From an optimization exercise on the open Yosys and OpenROAD flow, aimed at small area, a short achievable clock period and few clock cycles per item; shortcuts taken in it are not production practice. At most, simulation tests tie the RTL to the original design; equivalence was not proved. Function not checked in run 1: the RTL went through the layout flow alone.

==> flow/flow/run.sh <==
#!/bin/bash
# Own layout flow: the standard flow (standard synthesis unchanged), with
# port buffers inserted as buf_1 (the repair upsizes the ones that matter)
# and timing repair aimed below the clock period.
set -euo pipefail
bash standard.sh synth > synth.log 2>&1
bash standard.sh SETUP_SLACK_MARGIN=7.5 \
  "BUFFER_PORTS_ARGS=-buffer_cell sky130_fd_sc_hd__buf_1" finish > layout.log 2>&1
==> flow/standard.sh <==
#!/bin/bash
# synth_recipe.tcl (not shown) runs the flow's synth.tcl, then flattens the netlist and writes it again
# the make line also repeats each setting of config.mk as NAME=value (left out here)
make -C /OpenROAD-flow-scripts/flow DESIGN_CONFIG=/design/flow/config.mk WORK_HOME=/design/flow/orfs CLKGATE_MAP_FILE= SYNTH_SCRIPT=/design/flow/synth_recipe.tcl "${@:-finish}"
==> flow/config.mk <==
export PLATFORM = sky130hd
export DESIGN_NAME = Radix4SRTDivider
export DESIGN_NICKNAME = Radix4SRTDivider
export VERILOG_FILES = /design/flow/design.v
export SDC_FILE = /design/flow/constraint.sdc
export NUM_CORES = 4
export LEC_CHECK = 0
export CAP_MARGIN = 20
export CORE_MARGIN = 2
export CORE_UTILIZATION = 40
export PLACE_DENSITY = 0.6
export SLEW_MARGIN = 20
==> flow/constraint.sdc <==
create_clock -name core_clock -period 12.0 [get_ports {clk}]
set_input_delay 2.4000 -clock core_clock [delete_from_list [all_inputs] [get_ports {clk}]]
set_output_delay 2.4000 -clock core_clock [all_outputs]
set_load 0.01 [all_outputs]
==> flow/design.v <==
module encoder
#(parameter N = 32)
(
    input logic [N - 1 : 0] x,
    output logic [$clog2(N) - 1 : 0] out
);
always_comb
begin
    out = {$clog2(N){1'b0}};
    for (int unsigned i = 0; i < N; i++)
    begin
        if (x[i])
            out |= $clog2(N)'(i);  
    end
end
endmodule
module combArbiter
#(parameter N = 32)
(  
    input logic [N - 1 : 0] x,
    output logic [N - 1 : 0] out
);
logic [N - 1 : 0] notFoundYet;
genvar i;
assign notFoundYet[0] = 1'b1;
generate
for(i = 1; i < N; i++)
begin: arbiterFor
    assign notFoundYet[i] = (~x[i - 1]) & notFoundYet[i - 1];
end
endgenerate
assign out = x & notFoundYet;
endmodule
module zeroMSBCounter
#(parameter N = 32)
(  
    input logic [N - 1 : 0] x,
    output logic [$clog2(N) - 1 : 0] out
);
logic [N - 1 : 0] xi;
logic [N - 1 : 0] caOut;
genvar i;
generate
for(i = 0; i < N; i++)
begin: invertbits
   assign xi[i] = x[N - 1 - i];
end
endgenerate
combArbiter #(N) ca(.x(xi), .out(caOut));
encoder #(N) enc(.x(caOut), .out(out));
endmodule
module csAddSubGen
#(parameter N = 32)
(
input logic sub,
input logic [N - 1 : 0] x,
input logic [N - 1 : 0] y,
input logic [N - 1 : 0] cin,
output logic [N - 1: 0] s,
output logic [N - 1 : 0] c
);
logic [N - 1 : 0] ys;
assign ys = y ^ {N{sub}};
assign c[0] = 1'b0;
assign s[0] = x[0] ^ ys[0] ^ sub;
assign c[1] = x[0] & ys[0] | x[0] & sub | ys[0] & sub;
assign s[N - 1 : 1] = x[N - 1 : 1] ^ ys[N - 1 : 1] ^ cin[N - 1 : 1];
assign c[N - 1 : 2] = x[N - 2 : 1] & ys[N - 2 : 1] | x[N - 2 : 1] & cin[N - 2 : 1] |
 ys[N - 2 : 1] & cin[N - 2 : 1];
endmodule
module qSelPLAPos
(
    input logic [4 : 0] r5,
    input logic [3 : 0] y4,
    output logic [1 : 0] q2  
);
always_comb
begin
    case ({y4, r5})
        {4'h8, 5'h0}: q2 = 2'b00;
        {4'h8, 5'h1}: q2 = 2'b00;
        {4'h8, 5'h2}: q2 = 2'b01;
        {4'h8, 5'h3}: q2 = 2'b01;
        {4'h8, 5'h4}: q2 = 2'b01;
        {4'h8, 5'h5}: q2 = 2'b01;
        {4'h8, 5'h6}: q2 = 2'b10;
        {4'h8, 5'h7}: q2 = 2'b10;
        {4'h8, 5'h8}: q2 = 2'b10;
        {4'h8, 5'h9}: q2 = 2'b10;
        {4'h8, 5'ha}: q2 = 2'b10;
        {4'h8, 5'hb}: q2 = 2'b10;
        {4'h9, 5'h0}: q2 = 2'b00;
        {4'h9, 5'h1}: q2 = 2'b00;
        {4'h9, 5'h2}: q2 = 2'b00;
        {4'h9, 5'h3}: q2 = 2'b01;
        {4'h9, 5'h4}: q2 = 2'b01;
        {4'h9, 5'h5}: q2 = 2'b01;
        {4'h9, 5'h6}: q2 = 2'b01;
        {4'h9, 5'h7}: q2 = 2'b10;
        {4'h9, 5'h8}: q2 = 2'b10;
        {4'h9, 5'h9}: q2 = 2'b10;
        {4'h9, 5'ha}: q2 = 2'b10;
        {4'h9, 5'hb}: q2 = 2'b10;
        {4'h9, 5'hc}: q2 = 2'b10;
        {4'h9, 5'hd}: q2 = 2'b10;
        {4'ha, 5'h0}: q2 = 2'b00;
        {4'ha, 5'h1}: q2 = 2'b00;
        {4'ha, 5'h2}: q2 = 2'b00;
        {4'ha, 5'h3}: q2 = 2'b01;
        {4'ha, 5'h4}: q2 = 2'b01;
        {4'ha, 5'h5}: q2 = 2'b01;
        {4'ha, 5'h6}: q2 = 2'b01;
        {4'ha, 5'h7}: q2 = 2'b01;
        {4'ha, 5'h8}: q2 = 2'b10;
        {4'ha, 5'h9}: q2 = 2'b10;
        {4'ha, 5'ha}: q2 = 2'b10;
        {4'ha, 5'hb}: q2 = 2'b10;
        {4'ha, 5'hc}: q2 = 2'b10;
        {4'ha, 5'hd}: q2 = 2'b10;
        {4'ha, 5'he}: q2 = 2'b10;
        {4'hb, 5'h0}: q2 = 2'b00;
        {4'hb, 5'h1}: q2 = 2'b00;
        {4'hb, 5'h2}: q2 = 2'b00;
        {4'hb, 5'h3}: q2 = 2'b01;
        {4'hb, 5'h4}: q2 = 2'b01;
        {4'hb, 5'h5}: q2 = 2'b01;
        {4'hb, 5'h6}: q2 = 2'b01;
        {4'hb, 5'h7}: q2 = 2'b01;
        {4'hb, 5'h8}: q2 = 2'b01;
        {4'hb, 5'h9}: q2 = 2'b10;
        {4'hb, 5'ha}: q2 = 2'b10;
        {4'hb, 5'hb}: q2 = 2'b10;
        {4'hb, 5'hc}: q2 = 2'b10;
        {4'hb, 5'hd}: q2 = 2'b10;
        {4'hb, 5'he}: q2 = 2'b10;
        {4'hb, 5'hf}: q2 = 2'b10;
        {4'hc, 5'h0}: q2 = 2'b00;
        {4'hc, 5'h1}: q2 = 2'b00;
        {4'hc, 5'h2}: q2 = 2'b00;
        {4'hc, 5'h3}: q2 = 2'b00;
        {4'hc, 5'h4}: q2 = 2'b01;
        {4'hc, 5'h5}: q2 = 2'b01;
        {4'hc, 5'h6}: q2 = 2'b01;
        {4'hc, 5'h7}: q2 = 2'b01;
        {4'hc, 5'h8}: q2 = 2'b01;
        {4'hc, 5'h9}: q2 = 2'b01;
        {4'hc, 5'ha}: q2 = 2'b10;
        {4'hc, 5'hb}: q2 = 2'b10;
        {4'hc, 5'hc}: q2 = 2'b10;
        {4'hc, 5'hd}: q2 = 2'b10;
        {4'hc, 5'he}: q2 = 2'b10;
        {4'hc, 5'hf}: q2 = 2'b10;
        {4'hc, 5'h10}: q2 = 2'b10;
        {4'hc, 5'h11}: q2 = 2'b10;
        {4'hd, 5'h0}: q2 = 2'b00;
        {4'hd, 5'h1}: q2 = 2'b00;
        {4'hd, 5'h2}: q2 = 2'b00;
        {4'hd, 5'h3}: q2 = 2'b00;
        {4'hd, 5'h4}: q2 = 2'b01;
        {4'hd, 5'h5}: q2 = 2'b01;
        {4'hd, 5'h6}: q2 = 2'b01;
        {4'hd, 5'h7}: q2 = 2'b01;
        {4'hd, 5'h8}: q2 = 2'b01;
        {4'hd, 5'h9}: q2 = 2'b01;
        {4'hd, 5'ha}: q2 = 2'b10;
        {4'hd, 5'hb}: q2 = 2'b10;
        {4'hd, 5'hc}: q2 = 2'b10;
        {4'hd, 5'hd}: q2 = 2'b10;
        {4'hd, 5'he}: q2 = 2'b10;
        {4'hd, 5'hf}: q2 = 2'b10;
        {4'hd, 5'h10}: q2 = 2'b10;
        {4'hd, 5'h11}: q2 = 2'b10;
        {4'hd, 5'h12}: q2 = 2'b10;
        {4'he, 5'h0}: q2 = 2'b00;
        {4'he, 5'h1}: q2 = 2'b00;
        {4'he, 5'h2}: q2 = 2'b00;
        {4'he, 5'h3}: q2 = 2'b00;
        {4'he, 5'h4}: q2 = 2'b01;
        {4'he, 5'h5}: q2 = 2'b01;
        {4'he, 5'h6}: q2 = 2'b01;
        {4'he, 5'h7}: q2 = 2'b01;
        {4'he, 5'h8}: q2 = 2'b01;
        {4'he, 5'h9}: q2 = 2'b01;
        {4'he, 5'ha}: q2 = 2'b01;
        {4'he, 5'hb}: q2 = 2'b10;
        {4'he, 5'hc}: q2 = 2'b10;
        {4'he, 5'hd}: q2 = 2'b10;
        {4'he, 5'he}: q2 = 2'b10;
        {4'he, 5'hf}: q2 = 2'b10;
        {4'he, 5'h10}: q2 = 2'b10;
        {4'he, 5'h11}: q2 = 2'b10;
        {4'he, 5'h12}: q2 = 2'b10;
        {4'he, 5'h13}: q2 = 2'b10;
        {4'hf, 5'h0}: q2 = 2'b00;
        {4'hf, 5'h1}: q2 = 2'b00;
        {4'hf, 5'h2}: q2 = 2'b00;
        {4'hf, 5'h3}: q2 = 2'b00;
        {4'hf, 5'h4}: q2 = 2'b00;
        {4'hf, 5'h5}: q2 = 2'b01;
        {4'hf, 5'h6}: q2 = 2'b01;
        {4'hf, 5'h7}: q2 = 2'b01;
        {4'hf, 5'h8}: q2 = 2'b01;
        {4'hf, 5'h9}: q2 = 2'b01;
        {4'hf, 5'ha}: q2 = 2'b01;
        {4'hf, 5'hb}: q2 = 2'b01;
        {4'hf, 5'hc}: q2 = 2'b10;
        {4'hf, 5'hd}: q2 = 2'b10;
        {4'hf, 5'he}: q2 = 2'b10;
        {4'hf, 5'hf}: q2 = 2'b10;
        {4'hf, 5'h10}: q2 = 2'b10;
        {4'hf, 5'h11}: q2 = 2'b10;
        {4'hf, 5'h12}: q2 = 2'b10;
        {4'hf, 5'h13}: q2 = 2'b10;
        {4'hf, 5'h14}: q2 = 2'b10;
        {4'hf, 5'h15}: q2 = 2'b10;
		  default:       q2 = 2'b00;
    endcase
end
endmodule
module Radix4SRTDivider
#(
    parameter N = 32
)
(
    input logic rst,
    input logic clk,
    input logic start,
    input logic signedInput,
    input logic [N - 1 : 0] x,
    input logic [N - 1 : 0] y,
    output logic [N - 1 : 0] q,
    output logic [N - 1 : 0] r,
    output logic done,
    output logic divByZeroEx
);
localparam W = $clog2(N);
typedef enum logic [1 : 0] {IDLE, ALIGN, RUN, FIN} State;
State state;
logic [N - 1 : 0] P;       
logic [N - 1 : 0] D;       
logic [N - 1 : 0] Q;       
logic [W - 1 : 0] cnt;
logic doneReg, dzReg, negReg;
logic [N - 1 : 0] xAbs, yAbs;
logic [N : 0] diff;
logic ge;
logic [W - 1 : 0] lzP, lzD, sh;
logic dz;
assign q = Q;
assign r = P;
assign done = doneReg;
assign divByZeroEx = dzReg;
assign xAbs = absv(x, signedInput & x[N - 1]);
assign yAbs = absv(y, signedInput & y[N - 1]);
assign diff = {1'b0, P} - {1'b0, D};
assign ge = ~diff[N];
function automatic logic [W - 1 : 0] lzc(input logic [N - 1 : 0] v);
    logic [N - 1 : 0] val;
    logic [N * W - 1 : 0] cnt;
    logic [N - 1 : 0] nval;
    logic [N * W - 1 : 0] ncnt;
    val = v;
    cnt = '0;
    for (int l = 0; l < W; l++)
    begin
        nval = '0;
        ncnt = '0;
        for (int i = 0; i < (N >> (l + 1)); i++)
        begin
            nval[i] = val[2 * i + 1] | val[2 * i];
            for (int b = 0; b < l; b++)
                ncnt[i * W + b] = val[2 * i + 1] ? cnt[(2 * i + 1) * W + b] : cnt[2 * i * W + b];
            ncnt[i * W + l] = ~val[2 * i + 1];
        end
        val = nval;
        cnt = ncnt;
    end
    lzc = cnt[W - 1 : 0];
endfunction
function automatic logic [N - 1 : 0] absv(input logic [N - 1 : 0] v, input logic neg);
    logic [N - 1 : 0] p;
    p = v;
    for (int s = 1; s < N; s = s * 2)
        p = p | (p << s);
    absv = v ^ ({p[N - 2 : 0], 1'b0} & {N{neg}});
endfunction
assign lzP = lzc(P);
assign lzD = lzc(D);
assign sh = lzD - lzP;
assign dz = D == '0;
always_ff @(posedge clk)
begin
    if (rst)
    begin
        state <= IDLE;
        doneReg <= 1'b0;
    end
    else
    begin
        case (state)
            IDLE:
            begin
                P <= xAbs;
                Q <= '0;
                negReg <= signedInput & (x[N - 1] ^ y[N - 1]);
                if (start)
                    state <= ALIGN;
            end
            ALIGN:
            begin
                dzReg <= dz;
                Q <= {N{negReg & ge & ~dz}};
                if (dz)
                    P <= '0;
                else if (negReg & ge)
                    P <= diff[N - 1 : 0];
                if (dz | ~ge)
                begin
                    doneReg <= 1'b1;
                    state <= FIN;
                end
                else
                    state <= RUN;
            end
            RUN:
            begin
                if (ge)
                    P <= diff[N - 1 : 0];
                Q <= {Q[N - 2 : 0], ge ^ negReg};
                if (cnt == '0)
                begin
                    doneReg <= 1'b1;
                    state <= FIN;
                end
            end
            default: ;
        endcase
    end
end
always_ff @(posedge clk)
begin
    case (state)
        IDLE:    D <= yAbs;
        ALIGN:   D <= D << sh;
        default: D <= D >> 1;
    endcase
    cnt <= (state == ALIGN) ? sh : cnt - 1'b1;
end
endmodule
==> results of run 1 <==
## per-layer routing
metal	wire, um	global-route usage
met5	0	0
met4	513	0.0607
met3	1320	0.0316
met2	13200	0.377
met1	11800	0.278
## cell families (layout without fill, tap and decap cells)
group                      count (synthesis)  count (layout)
adders and majority gates                 45              45
AOI/OAI and AO/OA                        345             345
DFF                                      106             106
and+or+nand+nor                          355             355
buffers and inverters                    126             251
xor gates and xnor gates                  95              95
muxes                                     60              60
## final cells by class
cell class	count	area [sq um]
Tap cell	285	357
Fill cell	2281	11900
Multi-Input combinational cell	900	6290
Clock buffer	10	239
Sequential cell	106	2780
Clock inverter	6	71.3
Timing Repair Buffer	170	827
Inverter	65	251
## through the flow
| stage | hold slack [ps] | std cells |
|---|---|---|
| CTS | 475 | 1521 |
| detailed placement | 462 | 1500 |
| global route | 520 | 1542 |
| finish | 471 | 1542 |
| global placement | 452 | 1500 |
| floorplan | 435 | 1132 |
## worst paths after layout
check	start	end	slack, ps	cells after the start
min reg2reg	cnt[0]	cnt[0]	470	1
max	x[3]	P[30]	7040	9
min	cnt[0]	cnt[0]	470	1
max reg2reg	P[26]	D[30]	7680	17
## critical path: cells and delay by family
family          cells  cell delay (ps)
xor+xnor            1              150
simple gates        5             2120
compound gates      2              280
buf+inv             1               90
## repair_timing
action,4_1_cts,5_1_grt
buffers inserted,5,20
cloned,0,1
gates resized for setup,23,25
pin swaps,4,6
endpoints found under the setup margin,33,102
## flip-flops by register name (all words and copies together), names as in the netlist
name	flops
D	32
dzReg	1
Q	32
doneReg	1
cnt	5
state	2
P	32
negReg	1
## cell usage in the layout (no fill, tap or decap), types with 11 or more instances in the layout
cell / instances
nand2_1: 150
buf_1: 130
o21ai_0: 84
nor2_1: 73
a21oi_1: 69
edfxtp_1: 66
inv_1: 64
xor2_1: 51
mux2i_1: 44
ha_1: 42
xnor2_1: 41
dfxtp_1: 40
buf_4: 34
a21boi_0: 33
o22ai_1: 30
nor3_1: 25
o211ai_1: 15
nand2b_1: 14
a21o_1: 13
o31ai_1: 13
a221o_1: 11
==> results.sh, run 1 <==
export IMPL_slew_violations=0
export IMPL_grt_pass1_vias=8162
export IMPL_status="finished clean"
export IMPL_drt_wl_total_um=26800
export IMPL_period_needed_ps=4960
export IMPL_yosysUniqueCellTypes=67
export IMPL_finalSetupViolCount=0
export IMPL_tightest_slew_ps=825
export IMPL_track_usage=0.216
export IMPL_cts_buffers=9
export IMPL_routed_via_count=8737
export IMPL_final_area_sq_um=10800
export IMPL_yosys_area_share_adder=0.0623
export IMPL_max_clock_path_buffers=2
export IMPL_critical_path_class="input port to flip-flop"
export IMPL_cp_end_kind="flip-flop"
export IMPL_dpl_hpwl_um=20100
export IMPL_async_flop_share=0
export IMPL_synth_top_area_share=0.214
export IMPL_synth_fp_nets=1245
export IMPL_grt_max_degree=68
export IMPL_overflow=0
export IMPL_clk_pin_slew_worst_paths_ps=70
export IMPL_cts_sinks=106
export IMPL_ys_flop_type="edfxtp_1"
export IMPL_worstHoldPathType="flip-flop to flip-flop"
export IMPL_synth_edf_count=66
export IMPL_hold_buffers=0
export IMPL_antenna_cells=0
export IMPL_grt_pass1_wl_um=42400
export IMPL_rsz0062_at_grt="yes"
export IMPL_slew_headroom=0.445
export IMPL_ioPinCount=134
export IMPL_drtIter0Drc=594
export IMPL_syn2layout_area_growth_pct=16.6
export IMPL_arrival_ps=5040
export IMPL_htree_levels=3
export IMPL_drive_gt1_frac=0.102
export IMPL_crit_required_ps=12080
export IMPL_initial_core_util=0.408
export IMPL_core_region_area_sq_um=22700
export IMPL_cts_root_buf="clkbuf_16"
export IMPL_synthXorXnorAreaFrac=0.0897
export IMPL_antenna_found_initial=0
export IMPL_setup_slack_ps=7040
export IMPL_synth_compound_area_frac=0.241
export IMPL_synth_seq_cells=106
export IMPL_die_area_sq_um=24400
export IMPL_die_w_um=156
export IMPL_syn_avg_cell_area_sq_um=8.19
export IMPL_rows=55
export IMPL_final_setup_tns_ps=0
export IMPL_dr_pass1_iters=5
export IMPL_synth_warnings=1
export IMPL_synthSimpleGateAreaFrac=0.180
export IMPL_gp_congestion=0.880
export IMPL_startpoint_type="input port"
export IMPL_tritoncts="built"
export IMPL_synth_top_cells_by_count="152 x nand2_1, 87 x o21ai_0, 75 x nor2_1"
export IMPL_path_common_cell="or4_4"
export IMPL_port_buffers=133
export IMPL_syn_instance_count=1132
export IMPL_utilization=0.476
export IMPL_cpMaxStageDelayCell="or4_4"
export IMPL_synth_top_family_by_area="compound AO/OA/AOI/OAI gates"
export IMPL_clock_latency_ps=370
export IMPL_synthMuxAreaShare=0.0754
export IMPL_skew_ps=9.54
export IMPL_drcViolationCount=0
export IMPL_hold_violations=0
export IMPL_path_max_fanout=4
export IMPL_via_per_inst=5.67
export IMPL_ys_seq_area_frac=0.300
export IMPL_timing_final_crit_share=0.414
export IMPL_routedWlPerCell_um=17.4
export IMPL_synth_top_cell_by_area="edfxtp_1"
export IMPL_fmax_mhz=201
export IMPL_place_ws_ps=6590
export IMPL_cp_cell_sequence="buf_6 -> or4_4 -> or4_4 -> nand4b_4 -> or3_4 -> or4_4 -> o31ai_4 -> xor2_1 -> o22ai_1"
export IMPL_placed_area_sq_um=10100
export IMPL_die_height_um=156
export IMPL_synth_area_top_cells="edfxtp_1 21%, dfxtp_1 8.6%, nand2_1 6.2%"
export IMPL_yosysMostFrequentCell="nand2_1"
export IMPL_nNetsFinal=1365
export IMPL_netlist_area_sq_um=9280
export IMPL_maxCapViolations=0
export IMPL_cp_slowest_stage_delay_ps=530
export IMPL_ant_nets=0
==> run 2: changes to the inputs <==
--- a/flow/design.v
+++ b/flow/design.v
@@ -245,7 +245,6 @@
 logic [N : 0] diff;
 logic ge;
 logic [W - 1 : 0] lzP, lzD, sh;
-logic dz;
 assign q = Q;
 assign r = P;
 assign done = doneReg;
@@ -287,7 +286,6 @@
 assign lzP = lzc(P);
 assign lzD = lzc(D);
 assign sh = lzD - lzP;
-assign dz = D == '0;
 always_ff @(posedge clk)
 begin
     if (rst)
@@ -302,19 +300,19 @@
             begin
                 P <= xAbs;
                 Q <= '0;
+                dzReg <= (y == '0);
                 negReg <= signedInput & (x[N - 1] ^ y[N - 1]);
                 if (start)
                     state <= ALIGN;
             end
             ALIGN:
             begin
-                dzReg <= dz;
-                Q <= {N{negReg & ge & ~dz}};
-                if (dz)
+                Q <= {N{negReg & ge & ~dzReg}};
+                if (dzReg)
                     P <= '0;
                 else if (negReg & ge)
                     P <= diff[N - 1 : 0];
-                if (dz | ~ge)
+                if (dzReg | ~ge)
                 begin
                     doneReg <= 1'b1;
                     state <= FIN;
==> flow/run.sh (new file) <==
#!/bin/bash
# synth_recipe.tcl (not shown) runs the flow's synth.tcl, then flattens the netlist and writes it again
# the make line also repeats each setting of config.mk as NAME=value (left out here)
make -C /OpenROAD-flow-scripts/flow DESIGN_CONFIG=/design/flow/config.mk WORK_HOME=/design/flow/orfs CLKGATE_MAP_FILE= SYNTH_SCRIPT=/design/flow/synth_recipe.tcl finish
removed: flow/flow/run.sh
removed: flow/standard.sh
==> results.sh, run 2 <==
export IMPL_drive_gt1_frac=0.0645
export IMPL_dpl_hpwl_um=21000
export IMPL_timing_final_crit_share=0.438
export IMPL_cts_root_buf="clkbuf_16"
export IMPL_slew_violations=0
export IMPL_cts_sinks=106
export IMPL_grt_max_degree=69
export IMPL_nNetsFinal=1317
export IMPL_period_needed_ps=5260
export IMPL_rsz0062_at_grt="no"
export IMPL_routedWlPerCell_um=18.2
export IMPL_max_clock_path_buffers=2
export IMPL_arrival_ps=5370
export IMPL_synth_warnings=1
export IMPL_htree_levels=3
export IMPL_synth_top_cell_by_area="edfxtp_1"
export IMPL_clk_pin_slew_worst_paths_ps=80
export IMPL_drtIter0Drc=696
export IMPL_antenna_found_initial=1
export IMPL_ys_flop_type="edfxtp_1"
export IMPL_rows=56
export IMPL_netlist_area_sq_um=9460
export IMPL_clock_latency_ps=360
export IMPL_final_common_cell="clkdlybuf4s50_1"
export IMPL_hold_violations=0
export IMPL_worstHoldPathType="flip-flop to flip-flop"
export IMPL_tritoncts="built"
export IMPL_cp_end_kind="flip-flop"
export IMPL_slew_headroom=0.332
export IMPL_multi_input_area_sq_um=6220
export IMPL_die_height_um=158
export IMPL_syn2layout_area_growth_pct=20.6
export IMPL_cts_buffers=9
export IMPL_synth_top_cells_by_count="125 x nand2_1, 71 x a21oi_1, 69 x inv_1"
export IMPL_die_w_um=158
export IMPL_layout_common_cells="133 x clkdlybuf4s50_1, 125 x nand2_1, 71 x a21oi_1, 69 x inv_1"
export IMPL_yosysUniqueCellTypes=67
export IMPL_reg_top3="D: 32 flops, P: 32 flops, Q: 32 flops"
export IMPL_ant_nets=0
export IMPL_syn_avg_cell_area_sq_um=8.55
export IMPL_async_flop_share=0
export IMPL_track_usage=0.222
export IMPL_ioPinCount=134
export IMPL_core_region_area_sq_um=23300
export IMPL_routed_via_count=8882
export IMPL_gp_congestion=0.894
export IMPL_synth_area_top_cells="edfxtp_1 21%, dfxtp_1 8.5%, mux4_2 6.2%"
export IMPL_seq_area_sq_um=2780
export IMPL_initial_core_util=0.405
export IMPL_cts_setup_buffers=0
export IMPL_die_area_sq_um=24900
export IMPL_synth_seq_cells=106
export IMPL_path_max_fanout=5
export IMPL_hold_buffers=0
export IMPL_ctsResizeCount=0
export IMPL_drcViolationCount=0
export IMPL_synth_fp_nets=1219
export IMPL_via_per_inst=5.81
export IMPL_nFillCells=2285
export IMPL_crit_required_ps=12110
export IMPL_yosysMostFrequentCell="nand2_1"
export IMPL_tightest_slew_ps=1000
export IMPL_maxCapViolations=0
export IMPL_ys_seq_area_frac=0.294
export IMPL_synth_top_area_share=0.210
export IMPL_fmax_mhz=190
export IMPL_antenna_cells=0
export IMPL_grt_pass1_wl_um=44000
export IMPL_syn_instance_count=1106
export IMPL_grt_pass1_vias=8357
export IMPL_synth_edf_count=66
export IMPL_finalSetupViolCount=0
export IMPL_status="finished clean"
export IMPL_final_setup_tns_ps=0
export IMPL_port_buffers=133
export IMPL_overflow=0
export IMPL_startpoint_type="input port"
export IMPL_skew_ps=7.84
export IMPL_critical_path_class="input port to flip-flop"
export IMPL_drt_wl_total_um=27700
export IMPL_dr_pass1_iters=6
run 2: area by class of cell:
class                           instances  share of cell area
Inverter                               70              0.0230
Clock buffer                            9              0.0197
Clock inverter                          7             0.00779
Sequential cell                       106               0.244
Timing Repair Buffer                  146               0.125
Multi-Input combinational cell        871               0.545
Tap cell                              319              0.0350
run 2: layer usage:
metal | track usage | vias up | routed length [um]
met5 | 0 | - | 13
met4 | 0.0641 | 2 | 594
met3 | 0.0367 | 46 | 1530
met2 | 0.377 | 285 | 13400
met1 | 0.292 | 4213 | 12200
li1 | - | 4336 | -
run 2: worst max-delay path, stage by stage:
cell and delay, ps:
clkdlybuf4s50_1 460, nor4_1 750, o2111ai_1 330, nor3_1 510, nand2_1 250, o21ai_0 260, xor2_1 180, o32a_1 170
nand3_1 70
run 2: worst paths after layout:
| path | startpoint | end | slack [ps] | depth (start not counted) |
|---|---|---|---|---|
| max | x[2] | P[27] | 6740 | 9 |
| min reg2reg | doneReg | doneReg | 490 | 2 |
| min | doneReg | doneReg | 490 | 2 |
| max reg2reg | D[2] | D[27] | 7070 | 14 |
run 2: per-stage QoR:
stage	std cells	cell area, sq um	util	hold WS, ps	setup WS (ps)
3_5_place_dp	1512	11100	0.475	460	6350
4_1_cts	1528	11400	0.489	486	6750
2_1_floorplan	1106	9460	-	435	6540
6_report	1528	11400	0.489	490	6740
3_3_place_gp	1512	11100	0.475	452	6360
5_1_grt	1528	11400	0.489	498	6440
run 2: kinds of logic after synthesis:
group / share of synthesized area
compound gates: 0.245
xor+xnor: 0.0852
fa+ha+maj: 0.0611
buf+inv: 0.0517
flops: 0.294
mux: 0.0958
simple gates: 0.167
Testbench counts of run 2, summed over its fixed seeds: cycles 32,836, divisions 3,200.
==> run 3: changes to the inputs <==
--- a/flow/design.v
+++ b/flow/design.v
@@ -234,114 +234,119 @@
     output logic divByZeroEx
 );
 localparam W = $clog2(N);
-typedef enum logic [1 : 0] {IDLE, ALIGN, RUN, FIN} State;
-State state;
+logic sIdle, sA1, sA2, sRun, last;
 logic [N - 1 : 0] P;       
-logic [N - 1 : 0] D;       
+logic [N : 0] D;           
 logic [N - 1 : 0] Q;       
 logic [W - 1 : 0] cnt;
-logic doneReg, dzReg, negReg;
-logic [N - 1 : 0] xAbs, yAbs;
-logic [N : 0] diff;
+logic doneReg, dzReg, negReg, cx, cy;
+logic [N - 1 : 0] p1, d1;
+logic [N + 1 : 0] diff;
 logic ge;
-logic [W - 1 : 0] lzP, lzD, sh;
+logic [W - 1 : 0] lzP, lzD;
+logic [W : 0] sh;
+logic dz;
+logic [2 * N : 0] dShift;
 assign q = Q;
 assign r = P;
 assign done = doneReg;
 assign divByZeroEx = dzReg;
-assign xAbs = absv(x, signedInput & x[N - 1]);
-assign yAbs = absv(y, signedInput & y[N - 1]);
-assign diff = {1'b0, P} - {1'b0, D};
-assign ge = ~diff[N];
 function automatic logic [W - 1 : 0] lzc(input logic [N - 1 : 0] v);
     logic [N - 1 : 0] val;
-    logic [N * W - 1 : 0] cnt;
+    logic [N * W - 1 : 0] c;
     logic [N - 1 : 0] nval;
-    logic [N * W - 1 : 0] ncnt;
+    logic [N * W - 1 : 0] nc;
     val = v;
-    cnt = '0;
+    c = '0;
     for (int l = 0; l < W; l++)
     begin
         nval = '0;
-        ncnt = '0;
+        nc = '0;
         for (int i = 0; i < (N >> (l + 1)); i++)
         begin
             nval[i] = val[2 * i + 1] | val[2 * i];
             for (int b = 0; b < l; b++)
-                ncnt[i * W + b] = val[2 * i + 1] ? cnt[(2 * i + 1) * W + b] : cnt[2 * i * W + b];
-            ncnt[i * W + l] = ~val[2 * i + 1];
+                nc[i * W + b] = val[2 * i + 1] ? c[(2 * i + 1) * W + b] : c[2 * i * W + b];
+            nc[i * W + l] = ~val[2 * i + 1];
         end
         val = nval;
-        cnt = ncnt;
+        c = nc;
     end
-    lzc = cnt[W - 1 : 0];
+    lzc = c[W - 1 : 0];
 endfunction
-function automatic logic [N - 1 : 0] absv(input logic [N - 1 : 0] v, input logic neg);
-    logic [N - 1 : 0] p;
-    p = v;
-    for (int s = 1; s < N; s = s * 2)
-        p = p | (p << s);
-    absv = v ^ ({p[N - 2 : 0], 1'b0} & {N{neg}});
-endfunction
-assign lzP = lzc(P);
-assign lzD = lzc(D);
-assign sh = lzD - lzP;
+assign p1 = P;
+assign d1 = D[N - 1 : 0];
+assign lzP = lzc(p1);
+assign lzD = lzc(d1);
+assign dz = (d1 == '0) & ~cy;
+assign sh = {1'b0, lzD} - {1'b0, lzP} + cx;
+logic [N + 2 : 0] diffc;
+assign diffc = {2'b00, P, 1'b1} + {~sA1, ~D & {(N + 1){~sA1}}, sA1 ? cx : ~cy};
+assign last = (cnt == '1);
+assign diff = diffc[N + 2 : 1];
+assign ge = ~diff[N + 1];
+logic [N : 0] shStage [0 : W];
+assign shStage[0] = D;
+for (genvar i = 0; i < W; i++)
+begin : shifter
+    assign shStage[i + 1] = cnt[i] ? {shStage[i][N - (1 << i) : 0], {(1 << i){cy}}} : shStage[i];
+end
+assign dShift = {shStage[W], {N{1'b0}}};
 always_ff @(posedge clk)
 begin
     if (rst)
     begin
-        state <= IDLE;
+        sIdle <= 1'b1;
+        sA1 <= 1'b0;
+        sA2 <= 1'b0;
+        sRun <= 1'b0;
         doneReg <= 1'b0;
     end
     else
     begin
-        case (state)
-            IDLE:
-            begin
-                P <= xAbs;
-                Q <= '0;
-                dzReg <= (y == '0);
-                negReg <= signedInput & (x[N - 1] ^ y[N - 1]);
-                if (start)
-                    state <= ALIGN;
-            end
-            ALIGN:
-            begin
-                Q <= {N{negReg & ge & ~dzReg}};
-                if (dzReg)
-                    P <= '0;
-                else if (negReg & ge)
-                    P <= diff[N - 1 : 0];
-                if (dzReg | ~ge)
-                begin
-                    doneReg <= 1'b1;
-                    state <= FIN;
-                end
-                else
-                    state <= RUN;
-            end
-            RUN:
-            begin
-                if (ge)
-                    P <= diff[N - 1 : 0];
-                Q <= {Q[N - 2 : 0], ge ^ negReg};
-                if (cnt == '0)
-                begin
-                    doneReg <= 1'b1;
-                    state <= FIN;
-                end
-            end
-            default: ;
-        endcase
+        sIdle <= sIdle & ~start;
+        sA1 <= sIdle & start;
+        sA2 <= sA1 & ~(dz | sh[W]);
+        sRun <= (sA2 & ge) | (sRun & ~last);
+        doneReg <= doneReg | (sA1 & (dz | sh[W])) | (sA2 & ~ge) | (sRun & last);
+    end
+end
+always_ff @(posedge clk)
+begin
+    if (sIdle)
+    begin
+        P <= x ^ {N{signedInput & x[N - 1]}};
+        Q <= '0;
+        cx <= signedInput & x[N - 1];
+        cy <= signedInput & y[N - 1];
+        negReg <= signedInput & (x[N - 1] ^ y[N - 1]);
+    end
+    if (sA1)
+    begin
+        P <= dz ? '0 : diff[N - 1 : 0];
+        dzReg <= dz;
+    end
+    if (sA2)
+    begin
+        Q <= {N{negReg & ge}};
+        if (negReg & ge)
+            P <= diff[N - 1 : 0];
+    end
+    if (sRun)
+    begin
+        if (ge)
+            P <= diff[N - 1 : 0];
+        Q <= {Q[N - 2 : 0], ge ^ negReg};
     end
 end
 always_ff @(posedge clk)
 begin
-    case (state)
-        IDLE:    D <= yAbs;
-        ALIGN:   D <= D << sh;
-        default: D <= D >> 1;
-    endcase
-    cnt <= (state == ALIGN) ? sh : cnt - 1'b1;
+    if (sIdle | sA1)
+        D <= {1'b0, y ^ {N{signedInput & y[N - 1]}}};
+    else if (sA2)
+        D <= dShift[2 * N : N];
+    else
+        D <= {1'b0, D[N : 1]};
+    cnt <= sA1 ? sh[W - 1 : 0] : cnt - 1'b1;
 end
 endmodule
==> flow/flow/run.sh (new file) <==
#!/bin/bash
# Own layout flow: the standard flow (standard synthesis unchanged), with
# port buffers inserted as buf_1 (the repair upsizes the ones that matter)
# and timing repair aimed below the clock period.
set -euo pipefail
bash standard.sh synth > synth.log 2>&1
bash standard.sh SETUP_SLACK_MARGIN=8.3 \
  "BUFFER_PORTS_ARGS=-buffer_cell sky130_fd_sc_hd__buf_1" finish > layout.log 2>&1
==> flow/standard.sh (new file) <==
#!/bin/bash
# synth_recipe.tcl (not shown) runs the flow's synth.tcl, then flattens the netlist and writes it again
# the make line also repeats each setting of config.mk as NAME=value (left out here)
make -C /OpenROAD-flow-scripts/flow DESIGN_CONFIG=/design/flow/config.mk WORK_HOME=/design/flow/orfs CLKGATE_MAP_FILE= SYNTH_SCRIPT=/design/flow/synth_recipe.tcl "${@:-finish}"
removed: flow/run.sh
==> results.sh, run 3 <==
export IMPL_ys_seq_area_frac=0.278
export IMPL_cts_root_buf="clkbuf_16"
export IMPL_tightest_slew_ps=1080
export IMPL_status="finished clean"
export IMPL_max_clock_path_buffers=2
export IMPL_grt_pass1_wl_um=45800
export IMPL_cts_buffers=9
export IMPL_hold_buffers=0
export IMPL_synth_top_area_share=0.159
export IMPL_utilization=0.479
export IMPL_startpoint_type="flip-flop"
export IMPL_grt_max_degree=67
export IMPL_reg2reg_from="P[30]"
export IMPL_async_flop_share=0
export IMPL_rrSetupSlack_ps=8340
export IMPL_placed_area_sq_um=9960
export IMPL_synthXorXnorAreaFrac=0.0921
export IMPL_layout_common_cells="188 x nand2_1, 136 x nor2_1, 133 x buf_1, 94 x a21oi_1, 72 x xor2_1"
export IMPL_tritoncts="built"
export IMPL_track_usage=0.235
export IMPL_synthMuxAreaShare=0.0979
export IMPL_synth_top_cell_by_area="dfxtp_1"
export IMPL_critical_path_class="flip-flop to flip-flop"
export IMPL_reg_top3="D: 33 flops, P: 32 flops, Q: 32 flops"
export IMPL_largest_reg_flops=33
export IMPL_dpl_hpwl_um=20000
export IMPL_antenna_cells=0
export IMPL_arrival_ps=3960
export IMPL_core_region_area_sq_um=22800
export IMPL_final_setup_tns_ps=0
export IMPL_overflow=0
export IMPL_final_common_cell="nand2_1"
export IMPL_drive_gt1_frac=0.121
export IMPL_skew_ps=11.7
export IMPL_die_w_um=157
export IMPL_synthSimpleGateAreaFrac=0.189
export IMPL_syn_avg_cell_area_sq_um=7.84
export IMPL_htree_levels=3
export IMPL_routed_via_count=8996
export IMPL_period_needed_ps=3660
export IMPL_hp_start="D[3]"
export IMPL_initial_core_util=0.409
export IMPL_cp_endpoint="doneReg"
export IMPL_synth_top_cells_by_count="192 x nand2_1, 137 x nor2_1, 97 x a21oi_1"
export IMPL_clk_pin_slew_worst_paths_ps=80
export IMPL_timing_final_crit_share=0.305
export IMPL_routedWlPerCell_um=18.4
export IMPL_netlist_area_sq_um=9320
export IMPL_clock_latency_ps=380
export IMPL_via_per_inst=5.62
export IMPL_ant_nets=0
export IMPL_seq_area_sq_um=2610
export IMPL_hold_violations=0
export IMPL_port_buffers=133
export IMPL_yosys_area_share_adder=0.0661
export IMPL_worstHoldPathType="flip-flop to flip-flop"
export IMPL_gp_congestion=0.875
export IMPL_ys_flop_type="dfxtp_1"
export IMPL_drt_wl_total_um=29400
export IMPL_rows=55
export IMPL_antenna_found_initial=0
export IMPL_die_height_um=157
export IMPL_ioPinCount=134
export IMPL_cp_end_kind="flip-flop"
export IMPL_maxCapViolations=0
export IMPL_die_area_sq_um=24500
export IMPL_synth_warnings=2
export IMPL_nFillCells=2321
export IMPL_r2r_end="doneReg"
export IMPL_grt_pass1_vias=8422
export IMPL_syn2layout_area_growth_pct=17.2
export IMPL_rr_worst_depth=14
export IMPL_critPathLaunch="P[30]"
export IMPL_dp_cells=1557
export IMPL_slew_violations=0
export IMPL_synth_seq_cells=111
export IMPL_final_area_sq_um=10900
export IMPL_multi_input_area_sq_um=6540
export IMPL_syn_instance_count=1188
export IMPL_fmax_mhz=273
export IMPL_slew_headroom=0.277
export IMPL_nNetsFinal=1400
export IMPL_drcViolationCount=0
export IMPL_yosysMostFrequentCell="nand2_1"
export IMPL_rsz0062_at_grt="yes"
export IMPL_synth_top_family_by_area="compound AO/OA/AOI/OAI gates"
export IMPL_final_cells=1602
export IMPL_finalSetupViolCount=0
export IMPL_yosysUniqueCellTypes=68
export IMPL_synth_fp_nets=1304
export IMPL_synth_compound_area_frac=0.223
export IMPL_drtIter0Drc=811
export IMPL_synth_area_top_cells="dfxtp_1 16%, edfxtp_1 12%, nand2_1 7.7%"
export IMPL_path_max_fanout=6
export IMPL_crit_required_ps=12300
export IMPL_cts_sinks=111
export IMPL_synth_edf_count=37
export IMPL_dr_pass1_iters=5
export IMPL_largest_register="D"
==> run 3: cell count changes in the layout (fill, tap and decap cells not counted), moves of 29 or more <==
| cell | before | now |
|---|---|---|
| buf_1 | 0 | 133 |
| clkdlybuf4s50_1 | 133 | 0 |
| nor2_1 | 66 | 136 |
| nand2_1 | 125 | 188 |
| o211ai_1 | 7 | 46 |
| xor2_1 | 34 | 72 |
| inv_1 | 69 | 32 |
| a21boi_0 | 36 | 2 |
| edfxtp_1 | 66 | 37 |
| xnor2_1 | 55 | 26 |
==> run 3: metrics by stage <==
stage / hold slack, ps / setup WS, ps
finish: 546 / 8340
global route: 571 / 8200
CTS: 557 / 8310
detailed placement: 536 / 7130
global placement: 536 / 6870
floorplan: 490 / 8430
==> run 3: worst min-delay path by stage <==
stage                     endpoint  cells after the start  slack [ps]
after detailed placement     Q[12]                      2         540
after global placement       Q[16]                      2         540
after global routing          D[2]                      2         570
final                         D[2]                      2         550
after floorplan              dzReg                      0         490
after CTS                    Q[12]                      2         560
==> run 3: area by class of cell <==
| cell class | instances | share of cell area |
|---|---|---|
| Sequential cell | 111 | 0.239 |
| Inverter | 35 | 0.0120 |
| Tap cell | 313 | 0.0359 |
| Clock buffer | 9 | 0.0206 |
| Clock inverter | 7 | 0.00699 |
| Timing Repair Buffer | 174 | 0.0863 |
| Multi-Input combinational cell | 953 | 0.599 |
==> run 3: cell families (layout without fill, tap and decap cells) <==
kind of cell    Yosys count  count (layout)
mux                      64              64
fa+ha+maj                48              48
xor+xnor                 98              98
compound gates          325             325
simple gates            418             418
flops                   111             111
buf+inv                 124             225
==> run 3: critical path: stages, from the launching register on <==
cell and delay [ps]:
dfxtp_1 390, or4_4 600, nor4b_4 400, nand3_2 190, o221a_2 340, ha_1 220, inv_1 60, ha_1 210
a21o_1 190, a21oi_2 170, o21bai_1 80, a21oi_1 150, xor2_1 280, o21ai_0 140, a31oi_1 160
==> run 3: repair_timing <==
| item | CTS | global route |
|---|---|---|
| gates cloned | 1 | 5 |
| setup buffers | 10 | 13 |
| pin swaps | 3 | 24 |
| endpoints found under the setup margin | 69 | 81 |
| gates resized for setup | 23 | 59 |
==> run 3: per-layer routing <==
metal  vias up  wire [um]  global-route usage
li1       4433          -                   -
met1      4221      14100               0.337
met2       298      13200               0.373
met3        44       1510              0.0274
met4         0        585              0.0660
met5         -          0                   0
Testbench counts of run 3, summed over its fixed seeds: cycles 34,820, divisions 3,200.

[static timing again, ports no longer ideal]
In the flow no input, the clock included, has a driving cell. The finished layouts below were timed again as built, in two steps.
Step 1, drivers: a clkbuf_16 drives clk and a buf_2 each remaining input, both assumed.
Step 2 times the ports against the registers' clock, not the clock port: input delays grow and output delays shrink by t, the midpoint of the rising clock arrivals with the driver on.
Slacks: ideal ports / drivers / drivers and shift; pairs: ideal ports / drivers.
| run | t (ns) | slack for setup (ns) | pins driven straight from the clock port |
|---|---|---|---|
| run 1 | 0.406 | 7.037 / 7.052 / 6.645 | 1 |
| run 2 | 0.406 | 6.742 / 6.768 / 6.362 | 1 |
| run 3 | 0.419 | 8.336 / 8.336 / 8.039 | 1 |
After both steps setup and hold are still met in every run listed. The setup slack of run 1, which loses most, moves by +0.015 ns with the drivers and by -0.392 ns with both steps.
